Source: an optimization exercise on an open RTL-to-GDS flow (aim: small area). Production flows keep margins and buffers that such runs may drop.
The RTL was checked by simulation tests, not by an equivalence proof against the original design.
No run shown here takes its clock network from TritonCTS; it comes from the design's own scripts or RTL.
The flow treats the clock pin as an ideal source. Dropping or thinning the clock tree relies on that and would not hold on a real chip.
Power figures rest on the tool's default switching activity, not on a simulated workload.

$ cat design/flow/flow/run.sh
#!/bin/bash
# Standard synthesis; then its combinational logic re-mapped with a stronger
# ABC script (flip-flops untouched, full adders mapped to the full-adder cell,
# result proven equivalent); then the standard layout, with the smallest
# port buffers and a clock distributed by a few buffers (flow/pre_cts.tcl).
# Each tool's output goes to a log file here.
set -euo pipefail
W=$PWD
R=$W/orfs/results/$FLOW_PLATFORM/top_module/base
YOSYS=$FLOW_HOME/../tools/install/yosys/bin/yosys
[[ -x $YOSYS ]] || YOSYS=yosys

bash standard.sh synth > $W/synth.log 2>&1

cp $R/1_2_yosys.v $W/std_1_2_yosys.v
export REOPT_LIB=$FLOW_HOME/platforms/$FLOW_PLATFORM/lib/sky130_fd_sc_hd__tt_025C_1v80.lib
export REOPT_IN=$W/std_1_2_yosys.v
export REOPT_TOP=$FLOW_TOP
export REOPT_FA=-fa
export REOPT_ADDER_MAP=$FLOW_HOME/platforms/$FLOW_PLATFORM/cells_adders_hd.v
export REOPT_DONT_USE="$(grep -o -- '-dont_use [A-Za-z0-9_]*' $W/orfs/logs/$FLOW_PLATFORM/top_module/base/1_2_yosys.log | awk '{print $2}' | sort -u | tr '\n' ' ')"

# ABC's search depends on its random seed: map with two scripts and several
# seeds each (in parallel) and keep the smallest netlist that is proven
# equivalent to the standard one.
SEEDS=""
for k in 1 2 3 4 5 6 7 8; do SEEDS="$SEEDS a$k b$k"; done
for s in $SEEDS; do
  mkdir -p $W/reopt_$s
  sed "s/@SEED@/${s:1}/" $W/flow/reopt_${s:0:1}.abc.in > $W/reopt_$s/reopt.abc
  ( export REOPT_DIR=$W/reopt_$s REOPT_OUT=$W/reopt_$s/netlist.v REOPT_SCRIPT=$W/reopt_$s/reopt.abc
    $YOSYS -c $W/flow/reopt.tcl > $W/reopt_$s/reopt.log 2>&1 || true ) &
  while (( $(jobs -rp | wc -l) >= ${NUM_CORES:-4} )); do sleep 0.2; done
done
wait
BEST=""
BEST_AREA=""
for s in $SEEDS; do
  A=$(grep -i 'chip area' $W/reopt_$s/reopt_after.stat 2>/dev/null | awk '{print $NF}' || true)
  [[ -n $A && -f $W/reopt_$s/netlist.v ]] || continue
  sed -e "s|@LIB@|$REOPT_LIB|" -e "s|@GOLD@|$REOPT_IN|" -e "s|@GATE@|$W/reopt_$s/netlist.v|" -e "s|@TOP@|$FLOW_TOP|g" \
      $W/flow/equiv.ys.in > $W/reopt_$s/equiv.ys
  $YOSYS -s $W/reopt_$s/equiv.ys > $W/reopt_$s/equiv.log 2>&1 || continue
  echo "seed $s: area $A, equivalent" >> $W/reopt_summary.log
  if [[ -z $BEST ]] || awk "BEGIN{exit !($A < $BEST_AREA)}"; then BEST=$s; BEST_AREA=$A; fi
done
echo "chosen seed: ${BEST:-none} ($BEST_AREA)" >> $W/reopt_summary.log
if [[ -n $BEST ]]; then
  cp $W/reopt_$BEST/netlist.v $R/1_2_yosys.v
  rm -f $R/1_synth.odb $R/1_synth.sdc
fi

# extra make variables for the layout, one per line
EXTRA=()
[[ -f $W/flow/make.args ]] && mapfile -t EXTRA < <(grep -v '^#' $W/flow/make.args | grep -v '^$')
# clock distribution: a few buffers driven by the clock port (flow/pre_cts.tcl)
EXTRA+=("PRE_CTS_TCL=$W/flow/pre_cts.tcl" "ROOT_CLK_PORT=clk")
bash standard.sh finish "${EXTRA[@]}" > $W/layout.log 2>&1
$ cat design/flow/flow/equiv.ys.in
read_liberty -ignore_miss_func @LIB@
read_verilog @GOLD@
rename @TOP@ gold
read_verilog @GATE@
rename @TOP@ gate
hierarchy -check
flatten gold gate
opt_clean
async2sync
rename -hide w:_*
opt_clean
equiv_make gold gate equiv
hierarchy -top equiv
equiv_simple
equiv_status -assert
$ cat design/flow/flow/make.args
# port buffers: the smallest buffer
BUFFER_PORTS_ARGS=-buffer_cell sky130_fd_sc_hd__buf_1
# clock: the port drives 3 clkbuf_8, each driving a balanced cluster of flip-flops
ROOT_CLK_NBUF=3
ROOT_CLK_BUF=sky130_fd_sc_hd__clkbuf_8
$ cat design/flow/flow/pre_cts.tcl
# Clock distribution for a small design: the clock port drives a few clock
# buffers directly (ROOT_CLK_NBUF of them), each placed at the centre of a
# balanced cluster of nearby flip-flops and driving that cluster.  This replaces the
# H-tree that clock_tree_synthesis would build; every register is one buffer
# from the clock port.
set nbuf $::env(ROOT_CLK_NBUF)
set block [ord::get_db_block]
set db [ord::get_db]
set clk_net [[$block findBTerm $::env(ROOT_CLK_PORT)] getNet]
set master [$db findMaster $::env(ROOT_CLK_BUF)]
$clk_net setSigType CLOCK

# sinks and their locations (pin centres)
set sinks {}
foreach it [$clk_net getITerms] {
  set bb [[$it getInst] getBBox]
  lappend sinks [list $it [expr {([$bb xMin] + [$bb xMax]) / 2.0}] [expr {([$bb yMin] + [$bb yMax]) / 2.0}]]
}

# balanced clusters by recursive bisection: split the larger coordinate span
# at the median (sizes in proportion to the buffers each side gets)
proc bisect {sinks nbuf} {
  if {$nbuf <= 1} { return [list $sinks] }
  set xs [lmap s $sinks {lindex $s 1}]
  set ys [lmap s $sinks {lindex $s 2}]
  set spanx [expr {[tcl::mathfunc::max {*}$xs] - [tcl::mathfunc::min {*}$xs]}]
  set spany [expr {[tcl::mathfunc::max {*}$ys] - [tcl::mathfunc::min {*}$ys]}]
  set idx [expr {$spanx >= $spany ? 1 : 2}]
  set sorted [lsort -real -index $idx $sinks]
  set nl [expr {$nbuf / 2}]
  set cut [expr {int(round([llength $sorted] * double($nl) / $nbuf))}]
  return [concat [bisect [lrange $sorted 0 [expr {$cut - 1}]] $nl] \
                 [bisect [lrange $sorted $cut end] [expr {$nbuf - $nl}]]]
}
set groups [bisect $sinks $nbuf]
set cx {}
set cy {}
foreach g $groups {
  set sx 0.0; set sy 0.0
  foreach s $g { set sx [expr {$sx + [lindex $s 1]}]; set sy [expr {$sy + [lindex $s 2]}] }
  lappend cx [expr {$sx / [llength $g]}]
  lappend cy [expr {$sy / [llength $g]}]
}

for {set k 0} {$k < $nbuf} {incr k} {
  set members [lmap s [lindex $groups $k] {lindex $s 0}]
  if {[llength $members] == 0} { continue }
  set buf [odb::dbInst_create $block $master clkbuf_leaf_$k]
  set net [odb::dbNet_create $block clknet_leaf_$k]
  $net setSigType CLOCK
  foreach it $members { $it disconnect; $it connect $net }
  [$buf findITerm A] connect $clk_net
  [$buf findITerm X] connect $net
  $buf setLocation [expr {int([lindex $cx $k])}] [expr {int([lindex $cy $k])}]
  $buf setPlacementStatus PLACED
  puts "pre_cts: clkbuf_leaf_$k ($::env(ROOT_CLK_BUF)) drives [llength $members] clock sinks"
}

# The clock is buffered; make the tree builder a no-op for this run.
rename clock_tree_synthesis orfs_clock_tree_synthesis
proc clock_tree_synthesis {args} {
  puts "clock_tree_synthesis skipped: clock already buffered"
}
$ cat design/flow/flow/reopt.tcl
# Re-map the combinational logic of the standard synthesis netlist with a
# stronger ABC script.  Flip-flops (and tie cells) are kept as they are:
# same instances, names and cell types.  Full adders are extracted first and
# mapped to the full-adder cell, which ABC cannot use itself.
set lib $::env(REOPT_LIB)
yosys read_liberty -ignore_miss_func $lib
yosys blackbox sky130_fd_sc_hd__df* sky130_fd_sc_hd__edf* sky130_fd_sc_hd__sdf* sky130_fd_sc_hd__sedf* sky130_fd_sc_hd__dl* sky130_fd_sc_hd__conb*
yosys read_verilog $::env(REOPT_IN)
yosys hierarchy -top $::env(REOPT_TOP)
yosys flatten
yosys rename -hide w:_*_.*
yosys opt_clean -purge
yosys techmap
yosys opt -fast
yosys extract_fa $::env(REOPT_FA)
yosys techmap -map $::env(REOPT_ADDER_MAP)
yosys techmap
yosys opt -fast -purge
yosys tee -o $::env(REOPT_DIR)/reopt_before.stat stat -liberty $lib
set du {}
foreach c [split $::env(REOPT_DONT_USE)] { if {$c ne ""} { lappend du -dont_use $c } }
yosys abc -liberty $lib -script $::env(REOPT_SCRIPT) {*}$du
yosys setundef -zero
yosys splitnets
yosys opt_clean -purge
yosys hilomap -singleton -hicell sky130_fd_sc_hd__conb_1 HI -locell sky130_fd_sc_hd__conb_1 LO
yosys insbuf -buf sky130_fd_sc_hd__buf_4 A X
yosys tee -o $::env(REOPT_DIR)/reopt_after.stat stat -liberty $lib
yosys read_liberty -lib -ignore_redef $lib
yosys hierarchy -top $::env(REOPT_TOP)
yosys check -assert
yosys write_verilog -noattr -nohex -nodec $::env(REOPT_OUT)
$ cat design/flow/flow/reopt_a.abc.in
strash
&get -n
&deepsyn -J 50 -S @SEED@ -T 300
&put
&get -n
&dch -f
&nf -R 1000
&put
topo
$ cat design/flow/flow/reopt_b.abc.in
strash
&get -n
&deepsyn -J 100 -S @SEED@ -T 300
&put
dc2
&get -n
&dch -f
&nf -R 1000 -p
&put
topo
$ cat design/flow/standard.sh
#!/bin/bash
# synth_recipe.tcl (not shown) runs the flow's synth.tcl, then flattens the netlist and writes it again
# the make line also repeats each setting of config.mk as NAME=value (left out here)
make -C /OpenROAD-flow-scripts/flow DESIGN_CONFIG=/design/flow/config.mk WORK_HOME=/design/flow/orfs CLKGATE_MAP_FILE= SYNTH_SCRIPT=/design/flow/synth_recipe.tcl "${@:-finish}"
$ cat design/flow/config.mk
export PLATFORM = sky130hd
export DESIGN_NAME = top_module
export DESIGN_NICKNAME = top_module
export VERILOG_FILES = /design/flow/design.v
export SDC_FILE = /design/flow/constraint.sdc
export NUM_CORES = 4
export LEC_CHECK = 0
export ABC_AREA = 1
export CAP_MARGIN = 20
export CORE_MARGIN = 2
export CORE_UTILIZATION = 60
export SLEW_MARGIN = 20
$ cat design/flow/constraint.sdc
create_clock -name core_clock -period 14.0 [get_ports {clk}]
set_input_delay 2.8000 -clock core_clock [delete_from_list [all_inputs] [get_ports {clk}]]
set_output_delay 2.8000 -clock core_clock [all_outputs]
set_load 0.01 [all_outputs]
$ cat design/flow/design.v
module input_manager (
    input  logic       clk,
    input  logic       reset,
    input  logic [3:0] dip_switch,
    input  logic       input_ready,
    input  logic       freeze,           
    output logic [3:0] hundreds,
    output logic [3:0] tens,
    output logic [3:0] units,
    output logic       done              
);
    logic [1:0] pos;
    localparam logic [3:0] HUNDREDS_INV = 4'b0011;
    localparam logic [3:0] TENS_INV     = 4'b1111;
    localparam logic [3:0] UNITS_INV    = 4'b0011;
    logic [3:0] hundreds_q, tens_q, units_q;
    logic take;
    assign take = input_ready & ~freeze;
    assign done = input_ready & pos[1];
    always_ff @(posedge clk or posedge reset) begin
        if (reset)            pos <= 2'b00;
        else if (input_ready) pos <= {pos[0] & ~pos[1], ~pos[1]};
    end
    always_ff @(posedge clk) begin
        if (take & ~pos[0])          hundreds_q <= dip_switch ^ HUNDREDS_INV;
        if (take & pos[0] & ~pos[1]) tens_q     <= dip_switch ^ TENS_INV;
        if (take & pos[1])           units_q    <= dip_switch ^ UNITS_INV;
    end
    assign hundreds = hundreds_q ^ HUNDREDS_INV;
    assign tens     = tens_q ^ TENS_INV;
    assign units    = units_q ^ UNITS_INV;
endmodule
module adder_submodule (
    input  logic [3:0] h1, t1, u1,
    input  logic [3:0] h2, t2, u2,
    input  logic [1:0] sel,
    output logic [3:0] digit
);
    function automatic logic [5:0] add3(input logic [3:0] a, input logic [3:0] b,
                                        input logic [1:0] c);
        logic [4:0] s;
        logic [5:0] r;
        logic       k;
        k = c[0];
        for (int i = 0; i < 4; i++) begin
            s[i] = a[i] ^ b[i] ^ k;
            k    = (a[i] & b[i]) | (k & (a[i] ^ b[i]));
        end
        s[4] = k;
        r[0] = s[0];
        k    = c[1];
        for (int i = 1; i < 5; i++) begin
            r[i] = s[i] ^ k;
            k    = s[i] & k;
        end
        r[5] = k;
        add3 = r;
    endfunction
    function automatic logic [1:0] dcarry(input logic [5:0] s);
        case (s)
            6'd0, 6'd1, 6'd2, 6'd3, 6'd4, 6'd5, 6'd6, 6'd7, 6'd8, 6'd9: dcarry = 2'd0;
            6'd10, 6'd11, 6'd12, 6'd13, 6'd14, 6'd15, 6'd16, 6'd17, 6'd18, 6'd19: dcarry = 2'd1;
            6'd20, 6'd21, 6'd22, 6'd23, 6'd24, 6'd25, 6'd26, 6'd27, 6'd28, 6'd29: dcarry = 2'd2;
            default: dcarry = 2'd3;
        endcase
    endfunction
    function automatic logic [3:0] dmod(input logic [5:0] s);
        case (s)
            6'd0, 6'd10, 6'd20, 6'd30: dmod = 4'd0;
            6'd1, 6'd11, 6'd21, 6'd31: dmod = 4'd1;
            6'd2, 6'd12, 6'd22, 6'd32: dmod = 4'd2;
            6'd3, 6'd13, 6'd23, 6'd33: dmod = 4'd3;
            6'd4, 6'd14, 6'd24: dmod = 4'd4;
            6'd5, 6'd15, 6'd25: dmod = 4'd5;
            6'd6, 6'd16, 6'd26: dmod = 4'd6;
            6'd7, 6'd17, 6'd27: dmod = 4'd7;
            6'd8, 6'd18, 6'd28: dmod = 4'd8;
            default: dmod = 4'd9;
        endcase
    endfunction
    logic [5:0] su, st, sh, s;
    assign su = add3(u1, u2, 2'd0);
    assign st = add3(t1, t2, dcarry(su));
    assign sh = add3(h1, h2, dcarry(st));
    always_comb begin
        case (sel)
            2'd0: s = su;
            2'd1: s = st;
            2'd2: s = sh;
            default: s = {4'b0000, dcarry(sh)};
        endcase
    end
    assign digit = dmod(s);
endmodule
module display_multiplexer (
    input  logic       clk,
    input  logic       reset,
    input  logic       load,             
    input  logic [3:0] digit,            
    output logic [1:0] next_display,
    output logic [6:0] segments,
    output logic [3:0] display_select
);
    localparam logic [13:0] START = 14'd2188;
    localparam logic [13:0] WRAP  = 14'd9286;
    localparam logic [13:0] WMASK = 14'b01101111111111;
    logic [13:0] refresh;
    logic [1:0]  current_display;
    logic [3:0]  shown;                  
    logic        wrap;
    assign wrap = ((refresh ^ WRAP) & WMASK) == 14'd0;
    assign next_display = {current_display[1] ^ (current_display[0] & wrap),
                           current_display[0] ^ wrap};
    always_ff @(posedge clk or posedge reset) begin
        if (reset) begin
            refresh         <= START;
            current_display <= 2'd0;
            shown           <= 4'd0;
        end else begin
            refresh         <= {refresh[12:0], refresh[13] ^ refresh[12] ^ wrap};
            current_display <= next_display;
            shown           <= load ? digit : 4'd0;
        end
    end
    always_comb begin
        case (current_display)
            2'd0: display_select = 4'b1110;
            2'd1: display_select = 4'b1101;
            2'd2: display_select = 4'b1011;
            default: display_select = 4'b0111;
        endcase
    end
    always_comb begin
        case (shown)
            4'd0: segments = 7'b1111110;
            4'd1: segments = 7'b0110000;
            4'd2: segments = 7'b1101101;
            4'd3: segments = 7'b1111001;
            4'd4: segments = 7'b0110011;
            4'd5: segments = 7'b1011011;
            4'd6: segments = 7'b1011111;
            4'd7: segments = 7'b1110000;
            4'd8: segments = 7'b1111111;
            4'd9: segments = 7'b1110011;
            default: segments = 7'bxxxxxxx;
        endcase
    end
endmodule
module top_module (
    input  logic       clk,
    input  logic       reset,
    input  logic [3:0] dip_switch,
    input  logic       input_ready1,
    input  logic       input_ready2,
    output logic [6:0] segments,
    output logic [3:0] display_select
);
    logic [3:0] h1, t1, u1, h2, t2, u2;
    logic       done1, done2;
    logic       ready1, ready2, add;
    logic       freeze, load;
    logic [1:0] next_display;
    logic [3:0] digit;
    input_manager input_manager1 (
        .clk(clk), .reset(reset), .dip_switch(dip_switch),
        .input_ready(input_ready1), .freeze(freeze),
        .hundreds(h1), .tens(t1), .units(u1), .done(done1)
    );
    input_manager input_manager2 (
        .clk(clk), .reset(reset), .dip_switch(dip_switch),
        .input_ready(input_ready2), .freeze(freeze),
        .hundreds(h2), .tens(t2), .units(u2), .done(done2)
    );
    adder_submodule adder (
        .h1(h1), .t1(t1), .u1(u1), .h2(h2), .t2(t2), .u2(u2),
        .sel(next_display), .digit(digit)
    );
    display_multiplexer display (
        .clk(clk), .reset(reset), .load(load), .digit(digit),
        .next_display(next_display), .segments(segments),
        .display_select(display_select)
    );
    assign load   = add;               
    assign freeze = add & ~ready1;     
    always_ff @(posedge clk or posedge reset) begin
        if (reset) begin
            ready1 <= 1'b0;
            ready2 <= 1'b0;
            add    <= 1'b0;
        end else begin
            ready1 <= ~add & (ready1 | done1);
            ready2 <= add ? (ready1 & ready2) : (ready2 | done2);
            add    <= add | (ready1 & ready2);
        end
    end
endmodule
==> results.txt, run 1 <==
Worst Reg2Reg Path Length in Cells -> 25
DP Cell Count -> 246
Mapped Cells -> 180
initial antenna violation count -> 0
critical path peak fanout -> 5
Overflow after GRT -> 0
RR Startpoint -> input_manager1.units_q[0]
Ports -> 19
vias in the first global route -> 1,398
Rel. slew slack -> 40.5%
FILL cells -> 287
clock latency (worst-skew pair) -> 0.16 ns
peak supply drop -> 0.0872 mV
Hold WC Path Type -> flop to flop
Pre-Repair DR Iteration Count -> 4
Die W -> 65.5 um
Max Slew Vio Count -> 0
Mean Syn Cell Area -> 12.6 sq um
Initial DRC Count -> 106
Hold Path Origin -> display.refresh[10]
GRT Util Overall -> 19.6%
Power Density -> 157 mW/mm^2
cts hold-fix bufs -> 0
Final ANT Viol Nets -> 0
Final Util -> 66.6%
Port Buffers -> 18
Sequential Power Share -> 50.9%
post-synth net total -> 199
Worst path slowest cell -> fa_1
leakage power -> 0.906 nW
GPL Wtd Cong -> 0.861
Vias per Instance -> 5.73
Worst Path Arrival -> 7.56 ns
Hold Crit Endpoint -> display.refresh[11]
crit-path max cell delay -> 0.51 ns
first-pass GRT wire length -> 6480 um
Final Critical Period -> 7.50 ns
clock network fraction of design power -> 13.7%
Routed WL per cell -> 15.4 um
Starting Density -> 62.0%
flop-to-flop setup slack -> 6.50 ns
RR Endpoint -> display.shown[1]
Core Area -> 0.00366 sq mm
clk slew on worst S/H paths -> 0.10 ns
slew of the pin with the lowest slew margin -> 0.887 ns
WS Path Type -> flop to flop
worst endpoint required time -> 14.06 ns
HPWL Detailed -> 3080 um
WP depth -> 25
multi-input combinational cell area -> 811 sq um
Net Sw Frac -> 34.2%
combinational share of power -> 35.4%
row cnt -> 22
largest net degree at the start of global routing -> 28
Final Non-Filler Cells -> 249
final setup TNS -> 0 ns
CP bufs+invs -> 1
Layout area overhead -> 7.45%
post_cts resized -> 0
status -> finished clean
CP Launch Type -> flop
aggregate routed wire length -> 3850 um
CP endpoint kind -> flop
FF+latch area -> 0.00140 sq mm
Fin. Hold Viols -> 0
Crit path top cell by count -> fa_1
Die H -> 65.5 um
synth warn -> 4
fin crit share -> 53.5%
ANT cells -> 0
RSZ-0062 raised after global routing -> no
# Post-CTS Setup Buffers -> 0
Peak Freq -> 0.133 GHz
# setup viols final -> 0
maxcap violations -> 0
Mapped Area -> 0.00227 sq mm
Post-Route Skew -> 0.00795 ns
delay-heaviest family, CP -> adder cells
Power Internal -> 0.000252 W
Vias -> 1,426
drt drc -> 0
hold slack -> 0.363 ns
share of cells above drive strength 1 -> 3.48%
Die ar. -> 0.00429 sq mm
NetSw -> 0.000131 W
depth of the worst hold-timing path -> 0
Final nets -> 222
## cell type report
| class | count | share of cell area, % |
|---|---|---|
| flip-flops and latches | 51 | 57.5 |
| inverters | 15 | 2.31 |
| plain buffers | 3 | 1.69 |
| repair buffers | 18 | 2.77 |
| multi-input cells | 114 | 33.3 |
| well taps | 48 | 2.46 |
## worst reg2reg max path, stage by stage (launching register included)
cell      delay, ns
edfxtp_1       0.39
nor2_1         0.08
fa_1           0.44
fa_1           0.46
fa_1           0.51
nand2b_1       0.13
o211ai_1       0.09
o21a_1         0.13
fa_1           0.45
fa_1           0.47
fa_1           0.47
fa_1           0.51
nor2_1         0.15
and3_1         0.21
nor2_1         0.07
fa_1           0.45
fa_1           0.43
clkinv_1       0.07
fa_1           0.20
fa_1           0.43
o311ai_0       0.45
nand2b_1       0.18
a21oi_1        0.09
nor2_1         0.20
o21ai_0        0.13
a31oi_1        0.20
## cell usage in the layout, fill, tap and decap left out, drive strengths merged
cell and instances:
nor4b 3, nand2 17, fa 11, o311ai 1, o21bai 1, a32oi 1, a31oi 4, o21ai 6
nand2b 7, nor2b 4, nor3 3, buf 18, a221o 1, edfxtp 24, a21oi 15, dfrtp 23
clkbuf 3, or2 4, dfstp 4, a31o 1, clkinv 15, a211oi 2, and3 4, mux2i 1
o211ai 1, o21a 3, nand3b 1, nand3 4, nor2 11, xnor2 5, a222oi 1, a22oi 2
## power groups by stage
stage,Sequential (W),Clock (W),Combinational (W)
final,0.000195,0.0000525,0.000136
after global routing,0.000197,0.0000602,0.000154
after CTS,0.000198,0.0000414,0.000136
after detailed placement,0.000198,0,0.000135
after global placement,0.000196,0,0.000127
after floorplan,0.000194,0,0.000100
## layer usage
metal | global-route usage (%) | vias up | share of wire (%)
li1 | - | 677 | -
met1 | 27.0 | 708 | 42
met2 | 36.1 | 39 | 52
met3 | 1.20 | 2 | 4.5
met4 | 1.82 | 0 | 0.94
met5 | 0 | - | 0
## stage by stage
stage	power, W	instance area (sq um)	setup WS [ns]
final	0.000383	2440	6.50
after global routing	0.000411	2440	5.99
after CTS	0.000375	2440	6.50
after detailed placement	0.000332	2400	6.53
after global placement	0.000323	2400	6.81
after floorplan	0.000294	2270	7.12
## worst max-delay path by stage
stage,from,to,slack [ns]
floorplan,input_manager1.units_q[0],display.shown[1],7.12
global placement,input_manager2.units_q[0],display.shown[1],6.81
detailed placement,input_manager2.units_q[0],display.shown[1],6.53
CTS,input_manager2.units_q[0],display.shown[1],6.50
global route,input_manager1.units_q[0],display.shown[1],5.99
finish,input_manager1.units_q[0],display.shown[1],6.50
## flip-flops by register name (all words and copies together) (netlist names)
signal                     cells
display.refresh               14
display.shown                  4
input_manager1.hundreds_q      4
input_manager1.tens_q          4
input_manager1.units_q         4
input_manager2.hundreds_q      4
input_manager2.tens_q          4
input_manager2.units_q         4
display.current_display        2
input_manager1.pos             2
input_manager2.pos             2
add                            1
ready1                         1
ready2                         1
==> run 2, diff against run 1 <==
--- a/design/flow/design.v
+++ b/design/flow/design.v
@@ -12,7 +12,7 @@
     logic [1:0] pos;
     localparam logic [3:0] HUNDREDS_INV = 4'b0011;
     localparam logic [3:0] TENS_INV     = 4'b1111;
-    localparam logic [3:0] UNITS_INV    = 4'b0011;
+    localparam logic [3:0] UNITS_INV    = 4'b0001;
     logic [3:0] hundreds_q, tens_q, units_q;
     logic take;
     assign take = input_ready & ~freeze;
@@ -142,7 +142,12 @@
             4'd7: segments = 7'b1110000;
             4'd8: segments = 7'b1111111;
             4'd9: segments = 7'b1110011;
-            default: segments = 7'bxxxxxxx;
+            4'd10: segments = 7'b1111111;
+            4'd11: segments = 7'b1111001;
+            4'd12: segments = 7'b1110111;
+            4'd13: segments = 7'b1011011;
+            4'd14: segments = 7'b1011111;
+            4'd15: segments = 7'b1110000;
         endcase
     end
 endmodule
==> results.txt, run 2 <==
Worst path slowest cell -> fa_1 (unchanged)
hold slack -> 0.361 ns (was 0.363 ns)
WP depth -> 25 (unchanged)
Ports -> 19 (unchanged)
Mapped Area -> 0.00226 sq mm (was 0.00227 sq mm)
Worst Path Arrival -> 8.00 ns (was 7.56 ns)
Post-Route Skew -> 0.0125 ns (was 0.00795 ns)
Hold WC Path Type -> flop to flop (unchanged)
vias in the first global route -> 1,512 (was 1,398)
met1 Usage GRT -> 28.4% (was 27.0%)
synth warn -> 4 (unchanged)
largest net degree at the start of global routing -> 28 (unchanged)
Rel. slew slack -> 39.6% (was 40.5%)
clk slew on worst S/H paths -> 0.10 ns (about the same)
Power Density -> 146 mW/mm^2 (was 157 mW/mm^2)
final setup TNS -> 0 ns (unchanged)
Initial DRC Count -> 158 (was 106)
Final nets -> 221 (was 222)
delay-heaviest family, CP -> adder cells (unchanged)
pre-CTS WS -> 6.12 ns (was 6.53 ns)
Final ANT Viol Nets -> 0 (unchanged)
Die H -> 65.4 um (was 65.5 um)
post-synth net total -> 198 (was 199)
Mean Syn Cell Area -> 12.7 sq um (was 12.6 sq um)
# Post-CTS Setup Buffers -> 0 (unchanged)
crit-path max cell delay -> 0.63 ns (was 0.51 ns)
ANT cells -> 0 (unchanged)
HPWL Detailed -> 3210 um (was 3080 um)
Routed WL per cell -> 16.3 um (was 15.4 um)
fin crit share -> 56.6% (was 53.5%)
first-pass GRT wire length -> 6840 um (was 6480 um)
row cnt -> 22 (unchanged)
leakage power -> 0.913 nW (was 0.906 nW)
initial antenna violation count -> 0 (unchanged)
Die W -> 65.4 um (was 65.5 um)
Final Critical Period -> 7.93 ns (was 7.50 ns)
RSZ-0062 raised after global routing -> no (unchanged)
clock latency (worst-skew pair) -> 0.16 ns (about the same)
Mapped Cells -> 179 (was 180)
GPL Wtd Cong -> 0.833 (was 0.861)
most common cell after layout, fill and taps aside -> edfxtp_1 (unchanged)
GRT Util Overall -> 20.9% (was 19.6%)
CP Launch Type -> flop (unchanged)
Port Buffers -> 18 (unchanged)
cts hold-fix bufs -> 0 (unchanged)
worst endpoint required time -> 14.08 ns (was 14.06 ns)
grt met2 use -> 39.0% (was 36.1%)
aggregate routed wire length -> 4030 um (was 3850 um)
fin worst setup slack -> 6.07 ns (was 6.50 ns)
Largest Register -> display.refresh (unchanged)
Crit path top cell by count -> fa_1 (unchanged)
post_cts resized -> 0 (unchanged)
number of flip-flops in the largest register -> 14 (unchanged)
WS Path Type -> flop to flop (unchanged)
Die ar. -> 0.00428 sq mm (was 0.00429 sq mm)
Layout area overhead -> 7.46% (was 7.45%)
Vias per Instance -> 5.90 (was 5.73)
met3 Use GR -> 1.03% (was 1.20%)
Vias -> 1,462 (was 1,426)
status -> finished clean (unchanged)
Starting Density -> 62.3% (was 62.0%)
drt drc -> 0 (unchanged)
Most Crowded Layer GR -> met2 (unchanged)
most frequent cells in the layout -> 24 x edfxtp_1, 23 x dfrtp_1, 21 x nand2_1 (was 24 x edfxtp_1, 23 x dfrtp_1, 18 x buf_1)
Core Area -> 0.00363 sq mm (was 0.00366 sq mm)
CP endpoint kind -> flop (unchanged)
maxcap violations -> 0 (unchanged)
peak supply drop -> 0.0877 mV (was 0.0872 mV)
Max Slew Vio Count -> 0 (unchanged)
critical path peak fanout -> 4 (was 5)
# setup viols final -> 0 (unchanged)
Pre-Repair DR Iteration Count -> 8 (was 4)
Fin. Hold Viols -> 0 (unchanged)
slew of the pin with the lowest slew margin -> 0.900 ns (was 0.887 ns)
CP bufs+invs -> 1 (unchanged)
Overflow after GRT -> 0 (unchanged)
Peak Freq -> 0.126 GHz (was 0.133 GHz)
depth of the worst hold-timing path -> 0 (unchanged)
Worst Reg2Reg Path Length in Cells -> 25 (unchanged)
share of cells above drive strength 1 -> 3.50% (was 3.48%)
-- run 2: path summary, 6_finish.rpt --
kind | startpoint | slack, ns | end
worst max register to register | input_manager2.units_q[0] | 6.07 | display.shown[1]
min in group asynchronous | reset | 2.69 | display.shown[3]
worst min register to register | display.refresh[10] | 0.36 | display.refresh[11]
worst max-delay path | input_manager2.units_q[0] | 6.07 | display.shown[1]
max in group asynchronous | reset | 10.87 | input_manager1.pos[0]
worst min-delay path | display.refresh[10] | 0.36 | display.refresh[11]
-- run 2: layer usage --
layer	vias up	routed length [um]	part of all wire (%)
met5	-	0	0
met4	0	36	0.89
met2	37	2080	52
met1	745	1780	44
met3	4	134	3.3
li1	676	-	-
-- run 2: worst register-to-register path: stages, from the launching register on --
cell      delay, ns
edfxtp_1       0.35
nor2_1         0.07
fa_1           0.45
fa_1           0.47
fa_1           0.51
nor2b_1        0.16
o211ai_1       0.11
o21a_1         0.14
fa_1           0.46
fa_1           0.46
fa_1           0.46
fa_1           0.63
nand3_1        0.12
o32a_1         0.21
fa_1           0.46
fa_1           0.44
clkinv_1       0.07
fa_1           0.19
fa_1           0.44
a222oi_1       0.49
nor2_1         0.11
a211oi_1       0.33
a21oi_1        0.12
nor3_1         0.26
nand2_1        0.12
a31oi_1        0.20
-- run 2: stage by stage --
stage	power, W	std cells	instance area, sq um	util [%]
after detailed placement	0.000305	245	2390	65.8
after global placement	0.000296	245	2390	65.8
final	0.000356	248	2430	67.0
after floorplan	0.000272	179	2260	-
after global routing	0.000380	248	2430	67.0
after CTS	0.000347	248	2430	67.0
-- run 2: report_power, final --
| group | switching [W] | internal [W] | total [W] |
|---|---|---|---|
| clock network | 0.0000340 | 0.0000199 | 0.0000539 |
| logic | 0.0000684 | 0.0000444 | 0.000113 |
| registers | 0.0000133 | 0.000176 | 0.000189 |
| total | 0.000116 | 0.000240 | 0.000356 |
-- run 2: final cells by class --
class | instances | area [sq um]
inverters | 9 | 33.8
flip-flops and latches | 51 | 1400
fillers | 296 | 1200
plain buffers | 3 | 41.3
multi-input cells | 119 | 830
well taps | 48 | 60.1
repair buffers | 18 | 67.6

re-timing with driven ports:
In the flow no input, the clock included, has a driving cell. The finished layouts below were timed again as built, in two steps.
Step 1 (the two cells are an assumption about what drives the block):
set clk [get_ports {clk}]
set_driving_cell -lib_cell sky130_fd_sc_hd__clkbuf_16 $clk
set_driving_cell -lib_cell sky130_fd_sc_hd__buf_2 [delete_from_list [all_inputs] $clk]
Step 2 also shifts input and output timing later by t, the mid clock arrival at the registers, as if the neighbouring blocks saw the same clock.
Three values: no drivers, after step 1, after step 2; two values: the first two.
run | t, ns | setup slack, ns | hold slack, ns | pins driven straight from the clock port
run 1 | 0.193 | 6.504 / 6.504 / 6.504 | 0.363 / 0.363 / 0.363 | 3
run 2 | 0.197 | 6.071 / 6.071 / 6.071 | 0.361 / 0.361 / 0.361 | 3
After both steps setup and hold are still met in every run listed.
